Background: an optimization exercise with open tools, aiming at small area. Do not read the settings as production practice.
Only simulation tests tie the RTL to the original design; equivalence was not proved.
Power is estimated from default activity; no workload was simulated.

<file path="flow/config.mk">
export PLATFORM = sky130hd
export DESIGN_NAME = calc_5
export DESIGN_NICKNAME = calc_5
export VERILOG_FILES = /design/flow/design.v
export SDC_FILE = /design/flow/constraint.sdc
export NUM_CORES = 4
export LEC_CHECK = 0
export CAP_MARGIN = 20
export CORE_MARGIN = 2
export CORE_UTILIZATION = 40
export SLEW_MARGIN = 20
</file>
<file path="flow/constraint.sdc">
create_clock -name core_clock -period 10.0 [get_ports {clk16M}]
set_input_delay 2.0000 -clock core_clock [delete_from_list [all_inputs] [get_ports {clk16M}]]
set_output_delay 2.0000 -clock core_clock [all_outputs]
set_load 0.01 [all_outputs]
</file>
<file path="flow/design.v">
`timescale 1ns / 1ps
module calc_5(
	 input [0:0] sw,
	 input rst,
	 input clk16M,
	 input clk,
	 input mosi,
	 output [7:0] seg_n,
	 output [3:0] dig_n,
	 output [4:0] col_n,
	 output [7:0] ld
    );
assign col_n = 5'h1f;
reg [1:0] ce;
always @(posedge clk16M)
	if (rst) ce <= 2'b00;
	else     ce <= {ce[0], clk};
wire pulse = ce[1] & ~ce[0];
reg [9:0] shr;
wire rdy = ~shr[0] & shr[9];
always @(posedge clk16M)
	if (rst | rdy) shr <= 10'h3ff;
	else if (pulse) shr <= {mosi, shr[9:1]};
reg [7:0] data;
always @(posedge clk16M)
	if (rst) data <= 8'd0;
	else if (rdy) data <= shr[8:1];
assign ld = data;
wire [7:0] c = shr[8:1];
wire is_op  = (c == 8'h2B) | (c == 8'h2D) | (c == 8'h2A) | (c == 8'h2F);
wire is_eq  = (c == 8'h3D) | (c == 8'h0D);
wire is_num = (c[7:4] == 4'h3) & (c[3:0] <= 4'd9);
wire is_esc = (c == 8'h1B);
localparam OPA = 3'b000, OPA2 = 3'b001, OP = 3'b010, RESD = 3'b011,
           OPB = 3'b100, OPB2 = 3'b101, EQU = 3'b110, RESB = 3'b111;
reg [2:0] st;
reg [6:0] A, B;
reg [1:0] opc;       
wire valid = (st == RESD) | (st == RESB);    
wire busy = (st == RESB);                    
wire wait_a = (st == OPA) | valid;           
wire done;
wire go = rdy & ~is_esc;
wire ld_a1 = go & is_num & wait_a;
wire ld_a2 = go & is_num & (st == OPA2);
wire ld_b1 = go & is_num & (st == OPB);
wire ld_b2 = go & is_num & (st == OPB2);
wire set_op = go & is_op & ((st == OPA2) | (st == OP));
wire start = go & is_eq & ((st == OPB2) | (st == EQU));
always @(posedge clk16M)
	if (rst) st <= OPA;
	else if (rdy) begin
		if (is_esc) begin
			if (!valid) st <= OPA;
		end else case (st)
			OPA, RESD, RESB: if (is_num) st <= OPA2;
			OPA2: if (is_num) st <= OP; else if (is_op) st <= OPB;
			OP:   if (is_op) st <= OPB;
			OPB:  if (is_num) st <= OPB2;
			OPB2: if (is_num) st <= EQU; else if (is_eq) st <= RESB;
			EQU:  if (is_eq) st <= RESB;
		endcase
	end else if (busy & done) st <= RESD;
wire [3:0] prev = (st == OPA2) ? A[3:0] : (st == OPB2) ? B[3:0] : 4'd0;
wire [6:0] two = rst ? 7'd0 : prev * 4'd10 + c[3:0];
always @(posedge clk16M)
	if (rst | ld_a1 | ld_a2) A <= two;
always @(posedge clk16M)
	if (rst | ld_b1 | ld_b2) B <= two;
always @(posedge clk16M)
	if (set_op) opc <= {c[1] & (~c[0] | c[2]), c[2]};
reg [6:0] p;
reg [8:0] q;
wire p100 = (p == 7'h34);
wire tc = p100 & (q == 9'h057);
always @(posedge clk16M)
	if (rst | p100) p <= 7'h7f;
	else p <= {p[5:0], p[6] ^ p[5]};
always @(posedge clk16M)
	if (rst | tc) q <= 9'h1ff;
	else if (p100) q <= {q[7:0], q[8] ^ q[4]};
reg [1:0] dsel;      
always @(posedge clk16M)
	if (rst) dsel <= 2'd0;
	else if (tc) dsel <= dsel + 2'd1;
wire [3:0] dg = ~(4'b0001 << dsel);
assign dig_n = dg;
reg [6:0] x, r;
reg [15:0] res;
wire xa = (x == A);
wire rb = (r == B);
wire bz = (B == 7'd0);
wire aligned = ~&x;      
wire is_div = (opc == 2'd3);
reg x_inc, r_inc, r_clr, res_inc, done_c;
assign done = done_c;
always @(*) begin
	x_inc = 0; r_inc = 0; r_clr = 0; res_inc = 0; done_c = 0;
	case (opc)
		2'd0: begin  
			if (!xa) begin x_inc = 1; res_inc = 1; end
			else if (!rb) begin r_inc = 1; res_inc = 1; end
			else done_c = 1;
		end
		2'd1: begin  
			if (xa) done_c = rb;
			else begin x_inc = 1; if (rb) res_inc = 1; else r_inc = 1; end
		end
		2'd2: begin  
			if (xa) done_c = 1;
			else if (rb) begin r_clr = 1; x_inc = 1; end
			else begin r_inc = 1; res_inc = 1; end
		end
		2'd3: begin  
			x_inc = p100 & ~xa;
			if (xa) begin
				if (rb) begin r_clr = 1; res_inc = 1; end
				else done_c = ~bz;
			end else if (aligned) begin
				r_inc = 1;
				if (rb) begin r_clr = 1; res_inc = 1; end
			end
		end
	endcase
end
always @(posedge clk16M)
	if (~busy) begin
		x <= {7{is_div}}; r <= 7'd0;
	end else begin
		if (x_inc) x <= x + 7'd1;
		r <= (r_clr ? 7'd0 : r) + {6'd0, r_inc};
	end
wire [3:0] r0 = res[3:0], r1 = res[7:4], r2 = res[11:8], r3 = res[15:12];
wire c0 = res_inc & (r0 == 4'd9);
wire c1 = c0 & (r1 == 4'd9);
wire c2 = c1 & (r2 == 4'd9);
always @(posedge clk16M)
	if (~valid) res <= 16'd0;
	else if (busy & res_inc) begin
		res[3:0]   <= c0 ? 4'd0 : r0 + 4'd1;
		if (c0) res[7:4]   <= c1 ? 4'd0 : r1 + 4'd1;
		if (c1) res[11:8]  <= c2 ? 4'd0 : r2 + 4'd1;
		if (c2) res[15:12] <= r3 + 4'd1;
	end
reg [3:0] hexd, bcdd;
always @(*)
	case (dsel)
		2'd0: begin hexd = B[3:0];         bcdd = r0; end
		2'd1: begin hexd = {1'b0, B[6:4]}; bcdd = r1; end
		2'd2: begin hexd = A[3:0];         bcdd = r2; end
		default: begin hexd = {1'b0, A[6:4]}; bcdd = r3; end
	endcase
wire s = sw[0];
wire blank = ~s & ~valid;
wire dp = ~s & (~valid | (is_div & (dsel == 2'd2)));
wire [3:0] nib = busy ? 4'hE : ((s | ~valid) ? hexd : bcdd);
reg [6:0] seg;
always @(*)
	if (blank) seg = 7'b1111111;
	else case (nib)
		4'h1: seg = 7'b1111001;
		4'h2: seg = 7'b0100100;
		4'h3: seg = 7'b0110000;
		4'h4: seg = 7'b0011001;
		4'h5: seg = 7'b0010010;
		4'h6: seg = 7'b0000010;
		4'h7: seg = 7'b1111000;
		4'h8: seg = 7'b0000000;
		4'h9: seg = 7'b0010000;
		4'hA: seg = 7'b0001000;
		4'hB: seg = 7'b0000011;
		4'hC: seg = 7'b1000110;
		4'hD: seg = 7'b0100001;
		4'hE: seg = 7'b0000110;
		4'hF: seg = 7'b0001110;
		default: seg = 7'b1000000;
	endcase
assign seg_n = {~dp, seg};
endmodule
</file>
<file path="flow/flow/run.sh">
#!/bin/bash
# Own layout flow: the standard flow (standard.sh) with three area changes.
#  1. Synthesis: the standard flow's synthesis script, except that the final ABC mapping uses Yosys's
#     area-oriented ABC script (flow/area.abc) instead of ORFS's, and adders are not pre-mapped to
#     half/full-adder cells. The registers are checked against the standard synthesis's and the
#     standard netlist is used if they differ.
#  2. Port buffers: buffer_ports with the smallest buffer (every port still gets a buffer).
#  3. CTS: settings from flow/cts_args.txt (no dummy loads, smaller clock buffers).
# Every tool's output goes to a log file of its own in the work folder.
set -euo pipefail
W=$PWD
R=$W/orfs/results/$FLOW_PLATFORM/calc_5/base
HERE=$(cd "$(dirname "${BASH_SOURCE[0]}")" && pwd)

bash standard.sh synth > $W/log_std_synth.txt 2>&1
flops() { grep -oE '^ *sky130_fd_sc_hd__(df|edf|sdf|dl)[a-z0-9_]+ +[^ ]+' "$1" | sed -E 's/_[0-9]+ +/ /; s/^ *//' | sort; }
flops $R/1_2_yosys.v > $W/flops_std.txt
mkdir -p $W/std_synth
cp $R/1_2_yosys.v $R/1_2_yosys.sdc $R/1_synth.odb $R/1_synth.sdc $W/std_synth/

# 1b. own synthesis: same script with the ABC call replaced
{ echo "set own_abc_script $HERE/area.abc"; sed "s/^set own_abc_script.*//" "$HERE/abc_override.tcl"; cat $W/synth_recipe.tcl; } > $W/own_synth.tcl
rm -f $R/1_2_yosys.v $R/1_2_yosys.sdc $R/1_synth.odb $R/1_synth.sdc
MAKECMD=$(grep -E '^make ' standard.sh | sed -E 's#"\$\{@:-finish\}"##; s#SYNTH_SCRIPT=[^ ]+#SYNTH_SCRIPT='"$W"'/own_synth.tcl#')
if eval "$MAKECMD ADDER_MAP_FILE= synth" > $W/log_own_synth.txt 2>&1; then
  flops $R/1_2_yosys.v > $W/flops_own.txt
else
  : > $W/flops_own.txt
fi
if ! cmp -s $W/flops_std.txt $W/flops_own.txt; then
  echo "own synthesis registers differ from the standard synthesis: using the standard netlist" | tee $W/log_fallback.txt
  cp $W/std_synth/* $R/
fi
touch $R/1_synth.odb $R/1_synth.sdc

# 2-3. the rest of the standard flow
export BUFFER_PORTS_ARGS="-buffer_cell sky130_fd_sc_hd__buf_1"
if [[ -s "$HERE/cts_args.txt" ]]; then export CTS_ARGS="$(cat "$HERE/cts_args.txt")"; fi
bash standard.sh > $W/log_std_finish.txt 2>&1
</file>
<file path="flow/flow/abc_override.tcl">
# Final technology mapping for area: ABC with flow/area.abc instead of ORFS's script, and
# without ORFS's -constr and -D (no delay target, no buffering or upsizing in ABC).
set own_abc_script [file join [file dirname [info script]] area.abc]
proc abc {args} {
  global own_abc_script
  set out [list -script $own_abc_script]
  set i 0
  while {$i < [llength $args]} {
    set a [lindex $args $i]
    if {$a in {-script -constr -D}} { incr i 2; continue }
    lappend out $a
    incr i
  }
  puts "own flow: abc $out"
  yosys abc {*}$out
}
</file>
<file path="flow/flow/area.abc">
strash
&get -n
&deepsyn -J 200
&put
&get -n
&st
&dch -f
&nf -R 1000
&put
topo
</file>
<file path="flow/flow/cts_args.txt">
-sink_clustering_enable -repair_clock_nets -dont_use_dummy_load -buf_list sky130_fd_sc_hd__clkbuf_8
</file>
<file path="flow/standard.sh">
#!/bin/bash
# synth_recipe.tcl (not shown) runs the flow's synth.tcl, then flattens the netlist and writes it again
# the make line also repeats each setting of config.mk as NAME=value (left out here)
make -C /OpenROAD-flow-scripts/flow DESIGN_CONFIG=/design/flow/config.mk WORK_HOME=/design/flow/orfs CLKGATE_MAP_FILE= SYNTH_SCRIPT=/design/flow/synth_recipe.tcl "${@:-finish}"
</file>
==> flow_summary.html, run 1 <==
<table>
<tr><th>Metric</th><th>Value</th></tr>
<tr><th colspan="2">Run status</th></tr>
<tr><td>Status</td><td>no timing/DRC/antenna violations</td></tr>
<tr><th colspan="2">Drt</th></tr>
<tr><td>Router iterations before antenna repair</td><td>4</td></tr>
<tr><td>Number of vias per cell</td><td>around 5.5</td></tr>
<tr><td>Drt first-iter violations</td><td>between 150 and 200</td></tr>
<tr><td>Routed length per placed instance</td><td>around 15 um</td></tr>
<tr><td>Number of DRC violations after detailed routing</td><td>0</td></tr>
<tr><td>Final wirelength</td><td>8830 um</td></tr>
<tr><td>Vias</td><td>3326</td></tr>
<tr><td>Post-DRT Antenna Nets</td><td>0</td></tr>
<tr><th colspan="2">Min path</th></tr>
<tr><td>Critical hold path startpoint</td><td>p[3]</td></tr>
<tr><td>Class of the most critical hold timing path</td><td>reg -&gt; reg</td></tr>
<tr><td>Cell depth of the worst hold path</td><td>1</td></tr>
<tr><td>Hold-critical path endpoint</td><td>p[4]</td></tr>
<tr><th colspan="2">Setup path</th></tr>
<tr><td>Number of buffer and inverter stages on the critical path</td><td>2</td></tr>
<tr><td>Startpoint type of the worst setup path</td><td>input pin</td></tr>
<tr><td>Capture instance of the worst register-to-register path</td><td>res[15]</td></tr>
<tr><td>Slowest stage delay, CP</td><td>approximately 330 ps</td></tr>
<tr><td>Launching point of the worst reg2reg path</td><td>x[3]</td></tr>
<tr><td>Crit path depth</td><td>13</td></tr>
<tr><td>Worst Path Max Fanout</td><td>7</td></tr>
<tr><td>CP max-delay cell</td><td>sky130_fd_sc_hd__or2_0</td></tr>
<tr><td>Worst Setup End Kind</td><td>output pin</td></tr>
<tr><td>Critical path, cell by cell</td><td>buf_1 -&gt; o221ai_1 -&gt; nor2_1 -&gt; o21ai_0 -&gt; o21ai_0 -&gt; xor2_1 -&gt; or2_0 -&gt; nor2b_1 -&gt; a31oi_1 -&gt; o21a_1 -&gt; nand2_1 -&gt; o211ai_1 -&gt; buf_1</td></tr>
<tr><td>Number of cells on the worst reg-to-reg path</td><td>17</td></tr>
<tr><td>Worst setup slack for register-to-register paths</td><td>about 6000 ps</td></tr>
<tr><td>Critical Path AT</td><td>between 4000 and 5000 ps</td></tr>
<tr><td>Dominant delay contributor by cell family on the critical path</td><td>compound AO/OA/AOI/OAI gates</td></tr>
<tr><td>Crit path from</td><td>sw[0]</td></tr>
<tr><td>Category of the most critical setup path</td><td>in -&gt; out</td></tr>
<tr><td>Critical Path RT</td><td>around 8000 ps</td></tr>
<tr><th colspan="2">Logic synthesis</th></tr>
<tr><td>Prevailing post-synth register cell</td><td>sky130_fd_sc_hd__dfxtp_1</td></tr>
<tr><td>Gate Count Post-Synth</td><td>432</td></tr>
<tr><td>Cell variety after synth</td><td>47</td></tr>
<tr><td>Ys Warns</td><td>1</td></tr>
<tr><td>Post-synth EDFFs</td><td>23</td></tr>
<tr><td>Share of async-settable or async-resettable flops after synthesis</td><td>0%</td></tr>
<tr><td>Synthesized area divided by synthesized cell count</td><td>9.30 um^2</td></tr>
<tr><td>Yosys reg bits</td><td>87</td></tr>
<tr><td>Mapped Area</td><td>between 4000 and 5000 um^2</td></tr>
<tr><td>Sequential element share of the synthesized area</td><td>about 50%</td></tr>
<tr><th colspan="2">Pwr</th></tr>
<tr><td>Switch share</td><td>between 20% and 30%</td></tr>
<tr><td>Internal power summed over all cells</td><td>around 0.46 mW</td></tr>
<tr><td>Total power density per cell area</td><td>about 130 nW/um^2</td></tr>
<tr><td>Overall Power</td><td>0.586 mW</td></tr>
<tr><td>Standby leakage power</td><td>between 1 and 1.5 nW</td></tr>
<tr><td>Fraction of power consumed by the clock network</td><td>31.9%</td></tr>
<tr><td>Combinational share of power</td><td>around 5.2%</td></tr>
<tr><td>Seq pwr share</td><td>about 63%</td></tr>
<tr><td>Worst vdd rail ir drop</td><td>between 0.00007 and 0.00008 V</td></tr>
<tr><td>Net switching power figure</td><td>between 0.1 and 0.15 mW</td></tr>
<tr><th colspan="2">Clocking</th></tr>
<tr><td>Clk sinks</td><td>87</td></tr>
<tr><td>Post-CTS Repair Setup Buffers</td><td>0</td></tr>
<tr><td>Worst-skew pair later-pin latency</td><td>between 300 and 400 ps</td></tr>
<tr><td>Post-CTS clock slew at the launch and capture registers of the worst setup and hold paths</td><td>approximately 70 ps</td></tr>
<tr><td>Number of buffers created by CTS</td><td>9</td></tr>
<tr><td>CTS Root Buffer Type</td><td>sky130_fd_sc_hd__clkbuf_8</td></tr>
<tr><td>Max Root-Sink Buffers</td><td>2</td></tr>
<tr><td>Post-cts hold buffer count</td><td>0</td></tr>
<tr><td>CTS-repair resized insts</td><td>0</td></tr>
<tr><td>Clock tree from TritonCTS</td><td>yes</td></tr>
<tr><td>H-tree levels</td><td>3</td></tr>
<tr><th colspan="2">Floorplan</th></tr>
<tr><td>Initial Util</td><td>roughly 41%</td></tr>
<tr><td>Die ar.</td><td>approximately 11000 um^2</td></tr>
<tr><td>Placement Rows</td><td>36</td></tr>
<tr><td>Height of the chip</td><td>104 um</td></tr>
<tr><td>Die X</td><td>104 um</td></tr>
<tr><td>Number of I/O pins</td><td>30</td></tr>
<tr><td>Area inside the core boundary</td><td>around 9800 um^2</td></tr>
<tr><th colspan="2">Placed design</th></tr>
<tr><td>Weighted congestion at the end of routability-driven global placement</td><td>0.874</td></tr>
<tr><td>Cell count after placement</td><td>591</td></tr>
<tr><td>Buffers on Ports</td><td>24</td></tr>
<tr><td>Sum of net half-perimeters after detailed placement</td><td>between 6000 and 7000 um</td></tr>
<tr><th colspan="2">Cells and area</th></tr>
<tr><td>Number of antenna diodes</td><td>0</td></tr>
<tr><td>Net total in the final layout</td><td>around 470</td></tr>
<tr><td>Share of layout cells above drive strength 1</td><td>under 10%</td></tr>
<tr><td>Area growth from synthesis to layout</td><td>9.46%</td></tr>
<tr><td>Post-layout instance count excluding filler cells</td><td>600</td></tr>
<tr><th colspan="2">GRT</th></tr>
<tr><td>GRT overflow</td><td>0</td></tr>
<tr><td>Vias in the first global route</td><td>between 3000 and 4000</td></tr>
<tr><td>Global-route wire length before repair</td><td>around 15000 um</td></tr>
<tr><td>Number of antenna violations at the first check in global routing</td><td>0</td></tr>
<tr><td>Largest net degree at the start of global routing</td><td>27</td></tr>
<tr><td>Global-route usage over all layers</td><td>16.8%</td></tr>
<tr><th colspan="2">STA</th></tr>
<tr><td>Period utilization</td><td>between 60% and 70%</td></tr>
<tr><td>Final setup skew</td><td>approximately 24 ps</td></tr>
<tr><td>Relative slew slack</td><td>between 30% and 40%</td></tr>
<tr><td>Number of failing hold endpoints at the final stage</td><td>0</td></tr>
<tr><td>Achievable Freq</td><td>between 0.15 and 0.2 GHz</td></tr>
<tr><td>Slew of the pin with the lowest slew margin</td><td>about 970 ps</td></tr>
<tr><td>Final Max Tran Viols</td><td>0</td></tr>
<tr><td>RSZ-0062 raised after global routing</td><td>false</td></tr>
<tr><td>Minimum period implied by the final worst setup slack</td><td>around 6400 ps</td></tr>
<tr><td>Final setup TNS</td><td>0 ps</td></tr>
<tr><td>Final setup violating endpoints</td><td>0</td></tr>
<tr><th colspan="2">Job</th></tr>
<tr><td>Max-cap check violation count</td><td>0</td></tr>
</table>
==> sequential cells by signal, summed over array words and instances (netlist names) <==
register,cells
A,7
q,9
res,16
shr,10
opc,2
ce,2
r,7
B,7
st,3
x,7
data,8
dsel,2
p,7
==> cells in the mapped netlist (all sizes together) (2+ instances only) <==
cell | instances | area (um^2)
a21oi | 20 | 100
nor4b | 2 | 17.5
nand2 | 33 | 124
a21boi | 2 | 15.0
or2 | 7 | 43.8
o31ai | 5 | 37.5
o22a | 18 | 158
o221ai | 2 | 17.5
o2111ai | 2 | 17.5
dfxtp | 64 | 1280
nor3b | 2 | 15.0
o22ai | 3 | 18.8
nor2b | 13 | 81.3
or4 | 2 | 15.0
and2 | 12 | 75.1
nor4 | 4 | 25.0
a221oi | 4 | 35.0
a21o | 2 | 15.0
buf | 5 | 37.5
o21a | 7 | 52.6
edfxtp | 23 | 691
nor3 | 18 | 90.1
or3 | 4 | 25.0
mux2i | 2 | 20.0
xnor2 | 7 | 61.3
xor2 | 11 | 96.3
a22oi | 6 | 45.0
nand2b | 12 | 75.1
clkinv | 22 | 82.6
o211ai | 5 | 37.5
nor2 | 42 | 158
a22o | 10 | 87.6
a222oi | 3 | 30.0
o21ai | 26 | 130
nand3 | 8 | 40.0
and3 | 9 | 56.3
a31oi | 5 | 31.3
==> layout make-up <==
class                      instances  area (um^2)
sequential                        87         1970
multi-input combinational        322         1940
timing repair buffer              27          113
fill                             998         5380
clock buffer                       9          124
inverter                          22         82.6
tap                              133          166
==> placed cells by master (no fill, tap or decap), drive strengths merged, types with 3 or more instances in the layout <==
| master | n |
|---|---|
| dfxtp | 64 |
| nor2 | 42 |
| nand2 | 33 |
| buf | 27 |
| o21ai | 26 |
| edfxtp | 23 |
| clkinv | 22 |
| a21oi | 20 |
| nor3 | 18 |
| o22a | 18 |
| nor2b | 13 |
| and2 | 12 |
| nand2b | 12 |
| xor2 | 11 |
| a22o | 10 |
| and3 | 9 |
| clkbuf | 9 |
| nand3 | 8 |
| xnor2 | 7 |
| or2 | 7 |
| o21a | 7 |
| a22oi | 6 |
| o31ai | 5 |
| o211ai | 5 |
| a31oi | 5 |
| conb | 5 |
| a221oi | 4 |
| nor4 | 4 |
| or3 | 4 |
| a222oi | 3 |
| o22ai | 3 |
==> per-layer routing <==
layer / wire length, um / track usage [%]
met1: 4320 / 22.3
met2: 4000 / 27.2
met3: 381 / 2.63
met4: 129 / 7.24
met5: 0 / 0
==> metrics by stage <==
step	worst slack [ps]	hold WS, ps	utilization, %	cell area (um^2)
final	3570	446	45.0	4400
after global routing	3380	491	45.0	4400
after CTS	3630	448	45.0	4400
after detailed placement	3640	422	43.7	4280
after global placement	3800	424	43.7	4280
after floorplan	4270	406	-	4030
==> worst max-delay path by stage <==
stage / slack (ps) / to
2_1_floorplan: 4270 / seg_n[1]
3_3_place_gp: 3800 / seg_n[1]
3_5_place_dp: 3640 / seg_n[1]
4_1_cts: 3630 / seg_n[1]
5_1_grt: 3380 / seg_n[1]
6_report: 3570 / seg_n[1]
==> power groups by stage <==
stage	combinational, mW	clock [mW]	sequential [mW]
2_1_floorplan	0.0230	0	0.375
3_3_place_gp	0.0290	0	0.377
3_5_place_dp	0.0302	0	0.377
4_1_cts	0.0302	0.194	0.369
5_1_grt	0.0336	0.206	0.369
6_report	0.0306	0.187	0.369
==> logic make-up after synthesis <==
family	share of synthesized area, %
xor gates and xnor gates	3.92
AOI/OAI and AO/OA	21.7
and+or+nand+nor	21.7
buffers and inverters	2.99
other	0.0933
DFF	49.1
muxes	0.498
==> run 2: changes to the inputs <==
--- a/flow/design.v
+++ b/flow/design.v
@@ -72,11 +72,11 @@
 reg [6:0] p;
 reg [8:0] q;
-wire p100 = (p == 7'h34);
-wire tc = p100 & (q == 9'h057);
+wire p100 = ((p & 7'b1110101) == (7'h5d & 7'b1110101));
+wire tc = p100 & ((q & 9'b110011111) == (9'h0f8 & 9'b110011111));
 always @(posedge clk16M)
-	if (rst | p100) p <= 7'h7f;
+	if (rst | p100) p <= 7'h01;
 	else p <= {p[5:0], p[6] ^ p[5]};
 always @(posedge clk16M)
-	if (rst | tc) q <= 9'h1ff;
+	if (rst | tc) q <= 9'h001;
 	else if (p100) q <= {q[7:0], q[8] ^ q[4]};
 reg [1:0] dsel;      
@@ -131,15 +131,18 @@
 		r <= (r_clr ? 7'd0 : r) + {6'd0, r_inc};
 	end
+function [3:0] bcd_inc(input [3:0] d);
+	bcd_inc = {d[3] ? ~d[0] : &d[2:0], d[2] ^ (d[1] & d[0]), d[0] ? ~d[1] & ~d[3] : d[1], ~d[0]};
+endfunction
 wire [3:0] r0 = res[3:0], r1 = res[7:4], r2 = res[11:8], r3 = res[15:12];
-wire c0 = res_inc & (r0 == 4'd9);
-wire c1 = c0 & (r1 == 4'd9);
-wire c2 = c1 & (r2 == 4'd9);
+wire c0 = res_inc & r0[3] & r0[0];
+wire c1 = c0 & r1[3] & r1[0];
+wire c2 = c1 & r2[3] & r2[0];
 always @(posedge clk16M)
 	if (~valid) res <= 16'd0;
 	else if (busy & res_inc) begin
-		res[3:0]   <= c0 ? 4'd0 : r0 + 4'd1;
-		if (c0) res[7:4]   <= c1 ? 4'd0 : r1 + 4'd1;
-		if (c1) res[11:8]  <= c2 ? 4'd0 : r2 + 4'd1;
-		if (c2) res[15:12] <= r3 + 4'd1;
+		res[3:0] <= bcd_inc(r0);
+		if (c0) res[7:4]   <= bcd_inc(r1);
+		if (c1) res[11:8]  <= bcd_inc(r2);
+		if (c2) res[15:12] <= bcd_inc(r3);
 	end
 reg [3:0] hexd, bcdd;
==> flow_summary.html, run 2 <==
<table>
<tr><th>Metric</th><th>Value</th></tr>
<tr><th colspan="2">Setup path</th></tr>
<tr><td>Number of buffer and inverter stages on the critical path</td><td>3</td></tr>
<tr><td>Worst setup slack for register-to-register paths</td><td>between 5000 and 6000 ps</td></tr>
<tr><td>Critical path, cell by cell</td><td>buf_1 -&gt; clkinv_1 -&gt; a211oi_1 -&gt; nor2_1 -&gt; nand2_1 -&gt; mux2i_1 -&gt; nand2_1 -&gt; buf_1</td></tr>
<tr><td>Startpoint type of the worst setup path</td><td>input pin</td></tr>
<tr><td>Dominant delay contributor by cell family on the critical path</td><td>buffers and inverters</td></tr>
<tr><td>Launching point of the worst reg2reg path</td><td>A[1]</td></tr>
<tr><td>Category of the most critical setup path</td><td>in -&gt; out</td></tr>
<tr><td>Worst Path Max Fanout</td><td>8</td></tr>
<tr><td>CP max-delay cell</td><td>sky130_fd_sc_hd__a211oi_1</td></tr>
<tr><td>Critical Path RT</td><td>approximately 8000 ps</td></tr>
<tr><td>Crit path from</td><td>sw[0]</td></tr>
<tr><td>Worst Setup End Kind</td><td>output pin</td></tr>
<tr><td>Slowest stage delay, CP</td><td>520 ps</td></tr>
<tr><td>Critical Path AT</td><td>around 3800 ps</td></tr>
<tr><th colspan="2">Drt</th></tr>
<tr><td>Vias</td><td>~3300</td></tr>
<tr><td>Routed length per placed instance</td><td>15.1 um</td></tr>
<tr><td>Router iterations before antenna repair</td><td>5</td></tr>
<tr><td>Number of DRC violations after detailed routing</td><td>0</td></tr>
<tr><td>Drt first-iter violations</td><td>158</td></tr>
<tr><td>Final wirelength</td><td>9060 um</td></tr>
<tr><td>Number of vias per cell</td><td>5.56</td></tr>
<tr><td>Post-DRT Antenna Nets</td><td>0</td></tr>
<tr><th colspan="2">Cells and area</th></tr>
<tr><td>Flip-flop count of the largest register after layout</td><td>16</td></tr>
<tr><td>Biggest registers after layout</td><td>res (16), shr (10), q (9)</td></tr>
<tr><td>Net total in the final layout</td><td>475</td></tr>
<tr><td>Commonest cells after routing, fill and taps aside</td><td>sky130_fd_sc_hd__dfxtp_1 (64), sky130_fd_sc_hd__nor2_1 (55), sky130_fd_sc_hd__a21oi_1 (31)</td></tr>
<tr><td>Number of antenna diodes</td><td>0</td></tr>
<tr><td>Share of layout cells above drive strength 1</td><td>2.78%</td></tr>
<tr><td>Register ranked first by flip-flop count</td><td>res</td></tr>
<tr><td>Most common library cell in the layout ignoring fill and taps</td><td>sky130_fd_sc_hd__dfxtp_1</td></tr>
<tr><td>Finished Cell Area</td><td>4380 um^2</td></tr>
<tr><td>Utilization of the core after routing</td><td>between 40 and 50%</td></tr>
<tr><td>Post-layout instance count excluding filler cells</td><td>roughly 600</td></tr>
<tr><td>Area growth from synthesis to layout</td><td>9.61%</td></tr>
<tr><th colspan="2">Pwr</th></tr>
<tr><td>Internal power summed over all cells</td><td>between 0.4 and 0.5 mW</td></tr>
<tr><td>Seq pwr share</td><td>62.3%</td></tr>
<tr><td>Total power density per cell area</td><td>135 nW/um^2</td></tr>
<tr><td>Switch share</td><td>a little under a quarter</td></tr>
<tr><td>Fraction of power consumed by the clock network</td><td>between 30% and 40%</td></tr>
<tr><td>Combinational share of power</td><td>about 5.9%</td></tr>
<tr><td>Net switching power figure</td><td>0.134 mW</td></tr>
<tr><td>Overall Power</td><td>0.592 mW</td></tr>
<tr><td>Standby leakage power</td><td>1.47 nW</td></tr>
<tr><td>Worst vdd rail ir drop</td><td>0.0000819 V</td></tr>
<tr><th colspan="2">Logic synthesis</th></tr>
<tr><td>Library cell with the highest instance count after synthesis</td><td>sky130_fd_sc_hd__dfxtp_1</td></tr>
<tr><td>Area share of the largest cell type after synthesis</td><td>around a third</td></tr>
<tr><td>Mapped Area</td><td>between 3000 and 4000 um^2</td></tr>
<tr><td>Yosys reg bits</td><td>a little under 90</td></tr>
<tr><td>Share of async-settable or async-resettable flops after synthesis</td><td>0%</td></tr>
<tr><td>Cell type with the highest aggregate area in the netlist</td><td>sky130_fd_sc_hd__dfxtp_1</td></tr>
<tr><td>Sequential element share of the synthesized area</td><td>49.3%</td></tr>
<tr><td>Cell variety after synth</td><td>45</td></tr>
<tr><td>Gate Count Post-Synth</td><td>about 430</td></tr>
<tr><td>Ys Warns</td><td>1</td></tr>
<tr><td>Post-synth EDFFs</td><td>23</td></tr>
<tr><td>Prevailing post-synth register cell</td><td>sky130_fd_sc_hd__dfxtp_1</td></tr>
<tr><td>Top cells by area in the synthesized netlist</td><td>sky130_fd_sc_hd__dfxtp_1 (32%), sky130_fd_sc_hd__edfxtp_1 (17%), sky130_fd_sc_hd__nor2_1 (5.2%)</td></tr>
<tr><td>Synthesized area divided by synthesized cell count</td><td>between 9 and 10 um^2</td></tr>
<tr><td>Most frequent cells after synthesis</td><td>sky130_fd_sc_hd__dfxtp_1 (64), sky130_fd_sc_hd__nor2_1 (55), sky130_fd_sc_hd__a21oi_1 (31)</td></tr>
<tr><th colspan="2">STA</th></tr>
<tr><td>Final setup TNS</td><td>0 ps</td></tr>
<tr><td>Slew of the pin with the lowest slew margin</td><td>between 700 and 800 ps</td></tr>
<tr><td>Achievable Freq</td><td>0.173 GHz</td></tr>
<tr><td>Number of failing hold endpoints at the final stage</td><td>0</td></tr>
<tr><td>RSZ-0062 raised after global routing</td><td>false</td></tr>
<tr><td>Final Max Tran Viols</td><td>0</td></tr>
<tr><td>Period utilization</td><td>between 50 and 60%</td></tr>
<tr><td>Minimum period implied by the final worst setup slack</td><td>5770 ps</td></tr>
<tr><td>Final setup skew</td><td>roughly 25 ps</td></tr>
<tr><td>Final setup violating endpoints</td><td>0</td></tr>
<tr><td>Relative slew slack</td><td>between 40% and 50%</td></tr>
<tr><th colspan="2">GRT</th></tr>
<tr><td>Vias in the first global route</td><td>3150</td></tr>
<tr><td>Global-route layer with the greatest usage</td><td>met2</td></tr>
<tr><td>Met1 usage in global routing</td><td>between 20 and 25%</td></tr>
<tr><td>GRT overflow</td><td>0</td></tr>
<tr><td>Largest net degree at the start of global routing</td><td>22</td></tr>
<tr><td>Number of antenna violations at the first check in global routing</td><td>0</td></tr>
<tr><td>Global-route usage over all layers</td><td>about 17%</td></tr>
<tr><td>Met2 global-route usage</td><td>about 28%</td></tr>
<tr><td>Global-route wire length before repair</td><td>roughly 15000 um</td></tr>
<tr><td>Met3 usage</td><td>4.01%</td></tr>
<tr><th colspan="2">Floorplan</th></tr>
<tr><td>Number of I/O pins</td><td>30</td></tr>
<tr><td>Die ar.</td><td>10800 um^2</td></tr>
<tr><td>Height of the chip</td><td>just over 100 um</td></tr>
<tr><td>Placement Rows</td><td>36</td></tr>
<tr><td>Initial Util</td><td>41.1%</td></tr>
<tr><td>Area inside the core boundary</td><td>between 9000 and 10000 um^2</td></tr>
<tr><td>Die X</td><td>104 um</td></tr>
<tr><th colspan="2">Min path</th></tr>
<tr><td>Class of the most critical hold timing path</td><td>reg -&gt; reg</td></tr>
<tr><td>Critical hold path startpoint</td><td>p[1]</td></tr>
<tr><th colspan="2">Clocking</th></tr>
<tr><td>CTS-repair resized insts</td><td>0</td></tr>
<tr><td>Clock tree from TritonCTS</td><td>yes</td></tr>
<tr><td>H-tree levels</td><td>3</td></tr>
<tr><td>Post-CTS clock slew at the launch and capture registers of the worst setup and hold paths</td><td>90 ps</td></tr>
<tr><td>CTS Root Buffer Type</td><td>sky130_fd_sc_hd__clkbuf_8</td></tr>
<tr><td>Worst-skew pair later-pin latency</td><td>approximately 360 ps</td></tr>
<tr><td>Max Root-Sink Buffers</td><td>2</td></tr>
<tr><td>Post-CTS Repair Setup Buffers</td><td>0</td></tr>
<tr><td>Post-cts hold buffer count</td><td>0</td></tr>
<tr><td>Clk sinks</td><td>87</td></tr>
<tr><td>Number of buffers created by CTS</td><td>9</td></tr>
<tr><th colspan="2">Run status</th></tr>
<tr><td>Status</td><td>no timing/DRC/antenna violations</td></tr>
<tr><th colspan="2">Placed design</th></tr>
<tr><td>Weighted congestion at the end of routability-driven global placement</td><td>between 0.8 and 0.9</td></tr>
<tr><td>Buffers on Ports</td><td>24</td></tr>
<tr><td>Sum of net half-perimeters after detailed placement</td><td>around 6600 um</td></tr>
<tr><td>Placed cell areas</td><td>~4200 um^2</td></tr>
<tr><td>Cell count after placement</td><td>592</td></tr>
<tr><th colspan="2">Job</th></tr>
<tr><td>Max-cap check violation count</td><td>0</td></tr>
</table>
[run 2: cell count changes after synthesis, moves of 6 or more]
cell / delta
sky130_fd_sc_hd__xor2_1: -7
sky130_fd_sc_hd__xnor2_1: +9
sky130_fd_sc_hd__nor2_1: +13
sky130_fd_sc_hd__nand2b_1: -8
sky130_fd_sc_hd__or2_0: -6
sky130_fd_sc_hd__a22o_1: +7
sky130_fd_sc_hd__and2_0: +7
sky130_fd_sc_hd__a21oi_1: +11
sky130_fd_sc_hd__o22a_1: -8
[run 2: cell families after synthesis]
group                  Yosys count  share of synthesized area (%)
AO/OA/AOI/OAI                  122                           20.5
buffers and inverters           23                           2.63
XOR/XNOR                        20                           4.38
other                            1                         0.0938
multiplexers                     6                           1.53
flip-flops                      87                           49.3
AND/OR/NAND/NOR                175                           21.6
[run 2: stage by stage]
stage	worst slack (ps)	hold slack (ps)
floorplan	4850	404
global placement	4370	415
detailed placement	4270	415
CTS	4270	448
global route	4000	451
finish	4230	440
[run 2: worst paths after layout]
check / depth (start not counted) / endpoint
setup / recovery: 8 / seg_n[1]
setup reg to reg: 14 / res[14]
hold / removal: 1 / p[2]
hold reg to reg: 1 / p[2]
[run 2: cell type report]
cell class                      instances  area, um^2
Tap cell                              133         166
Inverter                               18        67.6
Clock buffer                            9         124
Multi-Input combinational cell        328        1950
Fill cell                             982        5350
Timing Repair Buffer                   26         105
Sequential cell                        87        1970
[run 2: routing by layer]
metal | part of all wire, % | wire [um]
met1 | 46 | 4140
met4 | 1.7 | 158
met3 | 5.7 | 517
met2 | 47 | 4240
met5 | 0 | 0
[run 2: worst reg2reg max path, cell delays in order, from the launching register on]
cell and delay [ps]:
sky130_fd_sc_hd__edfxtp_1 480, sky130_fd_sc_hd__a22o_1 270, sky130_fd_sc_hd__a221oi_1 230, sky130_fd_sc_hd__o221ai_1 190, sky130_fd_sc_hd__nor4_2 540, sky130_fd_sc_hd__o21ai_0 260, sky130_fd_sc_hd__o211ai_1 140, sky130_fd_sc_hd__and3_1 260
sky130_fd_sc_hd__and2_0 360, sky130_fd_sc_hd__and3_1 320, sky130_fd_sc_hd__and3_1 250, sky130_fd_sc_hd__and2_0 320, sky130_fd_sc_hd__and3_1 280, sky130_fd_sc_hd__o21ai_0 100, sky130_fd_sc_hd__a21oi_1 110
[run 2: power groups by stage]
stage / registers, mW / clock network, mW / logic (mW)
finish: 0.369 / 0.188 / 0.0350
global route: 0.369 / 0.208 / 0.0392
CTS: 0.369 / 0.197 / 0.0345
detailed placement: 0.377 / 0 / 0.0343
global placement: 0.377 / 0 / 0.0331
floorplan: 0.375 / 0 / 0.0264
==> run 3: changes to the inputs <==
--- a/flow/design.v
+++ b/flow/design.v
@@ -91,5 +91,5 @@
 wire rb = (r == B);
 wire bz = (B == 7'd0);
-wire aligned = ~&x;      
+wire aligned = ~&x[6:4];  
 wire is_div = (opc == 2'd3);
 reg x_inc, r_inc, r_clr, res_inc, done_c;
==> flow_summary.html, run 3 <==
<table>
<tr><th>Metric</th><th>Value</th></tr>
<tr><th colspan="2">Logic synthesis</th></tr>
<tr><td>Synthesized area divided by synthesized cell count</td><td>approximately 9.4 um^2</td></tr>
<tr><td>Cell type with the highest aggregate area in the netlist</td><td>sky130_fd_sc_hd__dfxtp_1</td></tr>
<tr><td>Cell variety after synth</td><td>46</td></tr>
<tr><td>Top cells by area in the synthesized netlist</td><td>sky130_fd_sc_hd__dfxtp_1 (32%), sky130_fd_sc_hd__edfxtp_1 (17%), sky130_fd_sc_hd__nor2_1 (5.3%)</td></tr>
<tr><td>Ys Warns</td><td>1</td></tr>
<tr><td>Library cell with the highest instance count after synthesis</td><td>sky130_fd_sc_hd__dfxtp_1</td></tr>
<tr><td>Area share of the largest cell type after synthesis</td><td>32.1%</td></tr>
<tr><td>Mapped Area</td><td>around 4000 um^2</td></tr>
<tr><td>Prevailing post-synth register cell</td><td>sky130_fd_sc_hd__dfxtp_1</td></tr>
<tr><td>Most frequent cells after synthesis</td><td>sky130_fd_sc_hd__dfxtp_1 (64), sky130_fd_sc_hd__nor2_1 (56), sky130_fd_sc_hd__nand2_1 (31)</td></tr>
<tr><td>Share of async-settable or async-resettable flops after synthesis</td><td>0%</td></tr>
<tr><td>Sequential element share of the synthesized area</td><td>between 40% and 50%</td></tr>
<tr><td>Post-synth EDFFs</td><td>23</td></tr>
<tr><td>Gate Count Post-Synth</td><td>about 430</td></tr>
<tr><td>Yosys reg bits</td><td>87</td></tr>
<tr><th colspan="2">Drt</th></tr>
<tr><td>Routed length per placed instance</td><td>roughly 14 um</td></tr>
<tr><td>Router iterations before antenna repair</td><td>5</td></tr>
<tr><td>Vias</td><td>~3200</td></tr>
<tr><td>Number of vias per cell</td><td>roughly 5.5</td></tr>
<tr><td>Number of DRC violations after detailed routing</td><td>0</td></tr>
<tr><td>Final wirelength</td><td>approximately 8500 um</td></tr>
<tr><td>Drt first-iter violations</td><td>around 210</td></tr>
<tr><td>Post-DRT Antenna Nets</td><td>0</td></tr>
<tr><th colspan="2">Setup path</th></tr>
<tr><td>Number of cells on the worst reg-to-reg path</td><td>12</td></tr>
<tr><td>Critical path, cell by cell</td><td>buf_1 -&gt; o21ai_0 -&gt; a211o_1 -&gt; o21ai_0 -&gt; nor2_1 -&gt; a211oi_1 -&gt; o21ai_0 -&gt; nor2_1 -&gt; xnor2_1 -&gt; buf_1</td></tr>
<tr><td>Capture instance of the worst register-to-register path</td><td>res[13]</td></tr>
<tr><td>Critical Path AT</td><td>3990 ps</td></tr>
<tr><td>Worst Setup End Kind</td><td>output pin</td></tr>
<tr><td>Launching point of the worst reg2reg path</td><td>x[4]</td></tr>
<tr><td>CP max-delay cell</td><td>sky130_fd_sc_hd__buf_1</td></tr>
<tr><td>Crit path from</td><td>sw[0]</td></tr>
<tr><td>Critical Path RT</td><td>8000 ps</td></tr>
<tr><td>Category of the most critical setup path</td><td>in -&gt; out</td></tr>
<tr><td>Worst setup slack for register-to-register paths</td><td>roughly 6300 ps</td></tr>
<tr><td>Crit path top cell by count</td><td>sky130_fd_sc_hd__o21ai_0</td></tr>
<tr><td>Startpoint type of the worst setup path</td><td>input pin</td></tr>
<tr><td>Worst Path Max Fanout</td><td>10</td></tr>
<tr><td>Capturing instance or port of the critical path</td><td>seg_n[5]</td></tr>
<tr><td>Slowest stage delay, CP</td><td>roughly 310 ps</td></tr>
<tr><th colspan="2">Pwr</th></tr>
<tr><td>Worst vdd rail ir drop</td><td>~0.000073 V</td></tr>
<tr><td>Fraction of power consumed by the clock network</td><td>31.7%</td></tr>
<tr><td>Seq pwr share</td><td>between 60% and 70%</td></tr>
<tr><td>Standby leakage power</td><td>around 1.5 nW</td></tr>
<tr><td>Internal power summed over all cells</td><td>0.458 mW</td></tr>
<tr><td>Overall Power</td><td>0.590 mW</td></tr>
<tr><td>Switch share</td><td>between 20% and 30%</td></tr>
<tr><td>Combinational share of power</td><td>under 10%</td></tr>
<tr><td>Net switching power figure</td><td>0.132 mW</td></tr>
<tr><td>Total power density per cell area</td><td>between 100 and 150 nW/um^2</td></tr>
<tr><th colspan="2">STA</th></tr>
<tr><td>Achievable Freq</td><td>~0.17 GHz</td></tr>
<tr><td>Relative slew slack</td><td>about a quarter</td></tr>
<tr><td>Final Max Tran Viols</td><td>0</td></tr>
<tr><td>Minimum period implied by the final worst setup slack</td><td>roughly 6000 ps</td></tr>
<tr><td>Slew of the pin with the lowest slew margin</td><td>around 1100 ps</td></tr>
<tr><td>Final setup skew</td><td>26.5 ps</td></tr>
<tr><td>Final setup violating endpoints</td><td>0</td></tr>
<tr><td>Final setup TNS</td><td>0 ps</td></tr>
<tr><td>Period utilization</td><td>59.9%</td></tr>
<tr><td>RSZ-0062 raised after global routing</td><td>false</td></tr>
<tr><td>Number of failing hold endpoints at the final stage</td><td>0</td></tr>
<tr><th colspan="2">Cells and area</th></tr>
<tr><td>Most common library cell in the layout ignoring fill and taps</td><td>sky130_fd_sc_hd__dfxtp_1</td></tr>
<tr><td>Biggest registers after layout</td><td>res (16), shr (10), q (9)</td></tr>
<tr><td>Area growth from synthesis to layout</td><td>9.16%</td></tr>
<tr><td>Utilization of the core after routing</td><td>44.8%</td></tr>
<tr><td>Commonest cells after routing, fill and taps aside</td><td>sky130_fd_sc_hd__dfxtp_1 (64), sky130_fd_sc_hd__nor2_1 (56), sky130_fd_sc_hd__nand2_1 (31)</td></tr>
<tr><td>Flip-flop count of the largest register after layout</td><td>16</td></tr>
<tr><td>Register ranked first by flip-flop count</td><td>res</td></tr>
<tr><td>Post-layout instance count excluding filler cells</td><td>just under 600</td></tr>
<tr><td>Filler instances</td><td>between 900 and 1000</td></tr>
<tr><td>Share of layout cells above drive strength 1</td><td>approximately 2.2%</td></tr>
<tr><td>Net total in the final layout</td><td>between 400 and 500</td></tr>
<tr><td>Number of antenna diodes</td><td>0</td></tr>
<tr><th colspan="2">GRT</th></tr>
<tr><td>Largest net degree at the start of global routing</td><td>22</td></tr>
<tr><td>Global-route usage over all layers</td><td>about 16%</td></tr>
<tr><td>Global-route wire length before repair</td><td>about 15000 um</td></tr>
<tr><td>Vias in the first global route</td><td>3056</td></tr>
<tr><td>Number of antenna violations at the first check in global routing</td><td>0</td></tr>
<tr><td>GRT overflow</td><td>0</td></tr>
<tr><th colspan="2">Floorplan</th></tr>
<tr><td>Die ar.</td><td>approximately 11000 um^2</td></tr>
<tr><td>Initial Util</td><td>about two fifths</td></tr>
<tr><td>Number of I/O pins</td><td>30</td></tr>
<tr><td>Area inside the core boundary</td><td>9730 um^2</td></tr>
<tr><td>Die X</td><td>around 100 um</td></tr>
<tr><td>Height of the chip</td><td>about 100 um</td></tr>
<tr><td>Placement Rows</td><td>36</td></tr>
<tr><th colspan="2">Clocking</th></tr>
<tr><td>Post-CTS clock slew at the launch and capture registers of the worst setup and hold paths</td><td>about 80 ps</td></tr>
<tr><td>Number of buffers created by CTS</td><td>9</td></tr>
<tr><td>Max Root-Sink Buffers</td><td>2</td></tr>
<tr><td>Clock tree from TritonCTS</td><td>yes</td></tr>
<tr><td>H-tree levels</td><td>3</td></tr>
<tr><td>Clk sinks</td><td>between 80 and 90</td></tr>
<tr><td>CTS Root Buffer Type</td><td>sky130_fd_sc_hd__clkbuf_8</td></tr>
<tr><td>Worst-skew pair later-pin latency</td><td>~360 ps</td></tr>
<tr><td>Post-CTS Repair Setup Buffers</td><td>0</td></tr>
<tr><td>Post-cts hold buffer count</td><td>0</td></tr>
<tr><td>CTS-repair resized insts</td><td>0</td></tr>
<tr><th colspan="2">Placed design</th></tr>
<tr><td>Weighted congestion at the end of routability-driven global placement</td><td>0.904</td></tr>
<tr><td>Sum of net half-perimeters after detailed placement</td><td>around 6300 um</td></tr>
<tr><td>Cell count after placement</td><td>582</td></tr>
<tr><td>Buffers on Ports</td><td>24</td></tr>
<tr><th colspan="2">Run status</th></tr>
<tr><td>Status</td><td>no timing/DRC/antenna violations</td></tr>
<tr><th colspan="2">Job</th></tr>
<tr><td>Max-cap check violation count</td><td>0</td></tr>
<tr><th colspan="2">Min path</th></tr>
<tr><td>Class of the most critical hold timing path</td><td>reg -&gt; reg</td></tr>
</table>
-- run 3: power by group through the flow --
stage | Clock, mW | Sequential (mW) | Combinational, mW
4_1_cts | 0.193 | 0.369 | 0.0345
5_1_grt | 0.206 | 0.369 | 0.0385
3_3_place_gp | 0 | 0.377 | 0.0335
2_1_floorplan | 0 | 0.375 | 0.0267
6_report | 0.187 | 0.369 | 0.0346
3_5_place_dp | 0 | 0.377 | 0.0344
-- run 3: how the worst min path moves through the flow --
stage | cells past startpoint | from | endpoint | slack (ps)
after floorplan | 1 | p[6] | p[0] | 400
after global placement | 1 | p[1] | p[2] | 420
after detailed placement | 2 | p[5] | p[6] | 420
after CTS | 1 | p[3] | p[4] | 440
after global routing | 1 | p[0] | p[1] | 470
final | 1 | p[3] | p[4] | 440
-- run 3: critical path: cells and delay by family --
| family | cells | cell delay [ps] |
|---|---|---|
| xor+xnor | 1 | 140 |
| simple gates | 2 | 240 |
| compound gates | 5 | 1140 |
| buf+inv | 2 | 480 |
-- run 3: per-stage QoR --
| stage | worst slack (ps) | hold WS (ps) | cell area [um^2] |
|---|---|---|---|
| CTS | 4070 | 443 | 4350 |
| detailed placement | 4080 | 424 | 4230 |
| floorplan | 4670 | 404 | 4000 |
| global placement | 4170 | 416 | 4230 |
| finish | 4010 | 439 | 4350 |
| global route | 3790 | 474 | 4350 |
-- run 3: routing by layer --
metal / track usage [%] / wire (um) / vias to the layer above / share of wire [%]
met4: 5.79 / 153 / 0 / 1.8
met1: 22.4 / 4220 / 1520 / 50
met5: 0 / 0 / - / 0
li1: - / - / 1600 / -
met3: 3.01 / 353 / 16 / 4.2
met2: 25.5 / 3770 / 85 / 44
-- run 3: logic make-up (layout without fill, tap and decap cells) --
group           count (synthesis)  after routing  share of synthesized area (%)
simple gates                  180            180                           22.0
compound gates                100            100                           17.9
flops                          87             87                           49.4
xor+xnor                       31             31                           6.81
buf+inv                        21             50                           2.45
mux                             4              4                           1.00
fa+ha+maj                       1              1                          0.251
other cells                     1              5                         0.0940
-- run 3: area by class of cell --
cell class / count / area [um^2] / area share, %
Sequential cell: 87 / 1970 / 45.3
Multi-Input combinational cell: 321 / 1930 / 44.4
Tap cell: 133 / 166 / 3.82
Timing Repair Buffer: 25 / 97.6 / 2.24
Clock buffer: 9 / 124 / 2.84
Inverter: 16 / 60.1 / 1.38
==> run 4: changes to the inputs <==
==> flow/flow/area.abc (replaced) <==
strash
&get -n
&deepsyn -J 1000
&put
&get -n
&st
&dch -f
&nf -R 1000
&put
topo
==> flow_summary.html, run 4 <==
<table>
<tr><th>Metric</th><th>Value</th></tr>
<tr><th colspan="2">STA</th></tr>
<tr><td>Slew of the pin with the lowest slew margin</td><td>975 ps</td></tr>
<tr><td>WHS</td><td>between 400 and 500 ps</td></tr>
<tr><td>Final setup TNS</td><td>0 ps</td></tr>
<tr><td>Minimum period implied by the final worst setup slack</td><td>between 6000 and 7000 ps</td></tr>
<tr><td>RSZ-0062 raised after global routing</td><td>false</td></tr>
<tr><td>Final setup violating endpoints</td><td>0</td></tr>
<tr><td>Achievable Freq</td><td>~0.15 GHz</td></tr>
<tr><td>Period utilization</td><td>about 68%</td></tr>
<tr><td>Final setup skew</td><td>20.3 ps</td></tr>
<tr><td>Relative slew slack</td><td>about a third</td></tr>
<tr><td>Final WS setup</td><td>~3200 ps</td></tr>
<tr><td>Final Max Tran Viols</td><td>0</td></tr>
<tr><td>Number of failing hold endpoints at the final stage</td><td>0</td></tr>
<tr><th colspan="2">Drt</th></tr>
<tr><td>Routed length per placed instance</td><td>14.8 um</td></tr>
<tr><td>Number of DRC violations after detailed routing</td><td>0</td></tr>
<tr><td>Vias</td><td>roughly 3300</td></tr>
<tr><td>Final wirelength</td><td>slightly below 9000 um</td></tr>
<tr><td>Drt first-iter violations</td><td>around 200</td></tr>
<tr><td>Number of vias per cell</td><td>about 5.5</td></tr>
<tr><td>Router iterations before antenna repair</td><td>6</td></tr>
<tr><td>Post-DRT Antenna Nets</td><td>0</td></tr>
<tr><th colspan="2">Setup path</th></tr>
<tr><td>Crit path top cell by count</td><td>sky130_fd_sc_hd__o21ai_0</td></tr>
<tr><td>Critical Path RT</td><td>about 8000 ps</td></tr>
<tr><td>Critical path, cell by cell</td><td>buf_1 -&gt; o221ai_1 -&gt; nor2_1 -&gt; o21ai_0 -&gt; o21ai_0 -&gt; nor3_1 -&gt; nor3_1 -&gt; o21ai_0 -&gt; nor2_1 -&gt; mux2_1 -&gt; a21oi_1 -&gt; or2_0 -&gt; o21ba_1 -&gt; a21oi_1 -&gt; buf_1</td></tr>
<tr><td>Slowest stage delay, CP</td><td>roughly 380 ps</td></tr>
<tr><td>Dominant delay contributor by cell family on the critical path</td><td>compound AO/OA/AOI/OAI gates</td></tr>
<tr><td>Startpoint type of the worst setup path</td><td>input pin</td></tr>
<tr><td>Number of buffer and inverter stages on the critical path</td><td>2</td></tr>
<tr><td>Critical Path AT</td><td>roughly 4800 ps</td></tr>
<tr><td>Category of the most critical setup path</td><td>in -&gt; out</td></tr>
<tr><td>CP max-delay cell</td><td>sky130_fd_sc_hd__mux2_1</td></tr>
<tr><td>Worst Setup End Kind</td><td>output pin</td></tr>
<tr><td>Worst Path Max Fanout</td><td>9</td></tr>
<tr><th colspan="2">Clocking</th></tr>
<tr><td>H-tree levels</td><td>3</td></tr>
<tr><td>Clk sinks</td><td>between 80 and 90</td></tr>
<tr><td>Clock tree from TritonCTS</td><td>yes</td></tr>
<tr><td>Worst-skew pair later-pin latency</td><td>roughly 350 ps</td></tr>
<tr><td>CTS Root Buffer Type</td><td>sky130_fd_sc_hd__clkbuf_8</td></tr>
<tr><td>Post-cts hold buffer count</td><td>0</td></tr>
<tr><td>Post-CTS Repair Setup Buffers</td><td>0</td></tr>
<tr><td>Max Root-Sink Buffers</td><td>2</td></tr>
<tr><td>CTS-repair resized insts</td><td>0</td></tr>
<tr><td>Number of buffers created by CTS</td><td>9</td></tr>
<tr><td>Post-CTS clock slew at the launch and capture registers of the worst setup and hold paths</td><td>approximately 80 ps</td></tr>
<tr><th colspan="2">Cells and area</th></tr>
<tr><td>Post-layout instance count excluding filler cells</td><td>590</td></tr>
<tr><td>Most common library cell in the layout ignoring fill and taps</td><td>sky130_fd_sc_hd__dfxtp_1</td></tr>
<tr><td>Flip-flop count of the largest register after layout</td><td>16</td></tr>
<tr><td>Finished Cell Area</td><td>around 4300 um^2</td></tr>
<tr><td>Filler instances</td><td>951</td></tr>
<tr><td>Biggest registers after layout</td><td>res (16), shr (10), q (9)</td></tr>
<tr><td>Utilization of the core after routing</td><td>approximately 45%</td></tr>
<tr><td>Share of layout cells above drive strength 1</td><td>about 2.6%</td></tr>
<tr><td>Area growth from synthesis to layout</td><td>9.45%</td></tr>
<tr><td>Number of antenna diodes</td><td>0</td></tr>
<tr><td>Commonest cells after routing, fill and taps aside</td><td>sky130_fd_sc_hd__dfxtp_1 (64), sky130_fd_sc_hd__nor2_1 (42), sky130_fd_sc_hd__a21oi_1 (34)</td></tr>
<tr><td>Net total in the final layout</td><td>between 400 and 500</td></tr>
<tr><td>Register ranked first by flip-flop count</td><td>res</td></tr>
<tr><th colspan="2">Placed design</th></tr>
<tr><td>Placed cell areas</td><td>roughly 4200 um^2</td></tr>
<tr><td>Buffers on Ports</td><td>24</td></tr>
<tr><td>Cell count after placement</td><td>580</td></tr>
<tr><td>Worst setup timing slack at the placement stage</td><td>roughly 3300 ps</td></tr>
<tr><td>Sum of net half-perimeters after detailed placement</td><td>6280 um</td></tr>
<tr><td>Weighted congestion at the end of routability-driven global placement</td><td>between 0.8 and 0.9</td></tr>
<tr><th colspan="2">Logic synthesis</th></tr>
<tr><td>Yosys reg bits</td><td>a little under 90</td></tr>
<tr><td>Library cell with the highest instance count after synthesis</td><td>sky130_fd_sc_hd__dfxtp_1</td></tr>
<tr><td>Cell type with the highest aggregate area in the netlist</td><td>sky130_fd_sc_hd__dfxtp_1</td></tr>
<tr><td>Share of async-settable or async-resettable flops after synthesis</td><td>0%</td></tr>
<tr><td>Ys Warns</td><td>1</td></tr>
<tr><td>Prevailing post-synth register cell</td><td>sky130_fd_sc_hd__dfxtp_1</td></tr>
<tr><td>Most frequent cells after synthesis</td><td>sky130_fd_sc_hd__dfxtp_1 (64), sky130_fd_sc_hd__nor2_1 (42), sky130_fd_sc_hd__a21oi_1 (34)</td></tr>
<tr><td>Sequential element share of the synthesized area</td><td>around half</td></tr>
<tr><td>Gate Count Post-Synth</td><td>approximately 420</td></tr>
<tr><td>Area share of the largest cell type after synthesis</td><td>between 30% and 40%</td></tr>
<tr><td>Mapped Area</td><td>approximately 4000 um^2</td></tr>
<tr><td>Synthesized area divided by synthesized cell count</td><td>around 9.4 um^2</td></tr>
<tr><td>Top cells by area in the synthesized netlist</td><td>sky130_fd_sc_hd__dfxtp_1 (32%), sky130_fd_sc_hd__edfxtp_1 (17%), sky130_fd_sc_hd__a21oi_1 (4.3%)</td></tr>
<tr><td>Cell variety after synth</td><td>between 40 and 50</td></tr>
<tr><td>Post-synth EDFFs</td><td>23</td></tr>
<tr><th colspan="2">Floorplan</th></tr>
<tr><td>Height of the chip</td><td>about 100 um</td></tr>
<tr><td>Die ar.</td><td>approximately 11000 um^2</td></tr>
<tr><td>Initial Util</td><td>approximately two fifths</td></tr>
<tr><td>Area inside the core boundary</td><td>9730 um^2</td></tr>
<tr><td>Die X</td><td>just over 100 um</td></tr>
<tr><td>Placement Rows</td><td>36</td></tr>
<tr><td>Number of I/O pins</td><td>30</td></tr>
<tr><th colspan="2">GRT</th></tr>
<tr><td>Vias in the first global route</td><td>roughly 3100</td></tr>
<tr><td>Number of antenna violations at the first check in global routing</td><td>0</td></tr>
<tr><td>GRT overflow</td><td>0</td></tr>
<tr><td>Global-route wire length before repair</td><td>14800 um</td></tr>
<tr><td>Global-route usage over all layers</td><td>16.9%</td></tr>
<tr><td>Largest net degree at the start of global routing</td><td>24</td></tr>
<tr><th colspan="2">Min path</th></tr>
<tr><td>Class of the most critical hold timing path</td><td>reg -&gt; reg</td></tr>
<tr><th colspan="2">Pwr</th></tr>
<tr><td>Worst vdd rail ir drop</td><td>approximately 0.000067 V</td></tr>
<tr><td>Standby leakage power</td><td>~1.5 nW</td></tr>
<tr><td>Total power density per cell area</td><td>between 100 and 150 nW/um^2</td></tr>
<tr><td>Overall Power</td><td>between 0.5 and 0.6 mW</td></tr>
<tr><th colspan="2">Run status</th></tr>
<tr><td>Status</td><td>no timing/DRC/antenna violations</td></tr>
<tr><th colspan="2">Job</th></tr>
<tr><td>Max-cap check violation count</td><td>0</td></tr>
</table>
-- run 4: where the power goes --
part	switching (mW)	internal, mW
clock	0.107	0.0807
combinational	0.0227	0.0127
sequential	0.00352	0.364
total	0.134	0.458
-- run 4: worst paths after layout --
path / from / endpoint / slack (ps) / cells after the start
worst max-delay path: sw[0] / seg_n[0] / 3240 / 15
worst min-delay path: p[6] / p[0] / 430 / 1
worst max register to register: x[1] / res[13] / 5950 / 16
worst min register to register: p[6] / p[0] / 430 / 1
-- run 4: per-layer routing --
| metal | GRT usage, % | vias to the layer above | share of wire, % |
|---|---|---|---|
| li1 | - | 1636 | - |
| met1 | 23.0 | 1536 | 50 |
| met2 | 25.8 | 79 | 45 |
| met3 | 2.83 | 11 | 3.9 |
| met4 | 8.69 | 0 | 1.4 |
| met5 | 0 | - | 0 |
-- run 4: area by class of cell --
class / count / area [um^2] / area share, %
clock buffer: 9 / 124 / 2.85
inverter: 16 / 60.1 / 1.38
sequential: 87 / 1970 / 45.3
multi-input combinational: 319 / 1920 / 44.2
tap: 133 / 166 / 3.83
timing repair buffer: 26 / 103 / 2.36
-- run 4: cells by family after synthesis --
logic type,Yosys count,share of synthesized area [%]
flip-flops,87,49.6
multiplexers,6,1.54
XOR/XNOR,17,3.75
other,1,0.0944
AO/OA/AOI/OAI,122,20.9
buffers and inverters,21,2.46
AND/OR/NAND/NOR,169,21.7

-- what the ideal ports hide --
The results above use ideal ports. As a check the final layouts listed here were re-extracted and re-timed, cells and wires unchanged.
Step 1, drivers: a clkbuf_16 drives clk16M and a buf_2 each remaining input, both assumed.
Step 2 times the ports against the registers' clock, not the clock port: input delays grow and output delays shrink by t, the midpoint of the rising clock arrivals with the driver on.
Three values: no drivers, after step 1, after step 2; two values: the first two.
| run | t, ns | slack for setup (ns) | slew at the worst register clock pin (ns) |
|---|---|---|---|
| run 1 | 0.370 | 3.566 / 3.540 / 3.540 | 0.09 / 0.09 |
| run 2 | 0.379 | 4.229 / 4.201 / 4.201 | 0.09 / 0.09 |
| run 3 | 0.373 | 4.012 / 3.977 / 3.977 | 0.09 / 0.09 |
| run 4 | 0.368 | 3.239 / 3.215 / 3.215 | 0.08 / 0.08 |
After both steps every run listed still meets setup and hold. The setup slack of run 3, which loses most, moves by -0.035 ns with the drivers and by -0.035 ns with both steps.
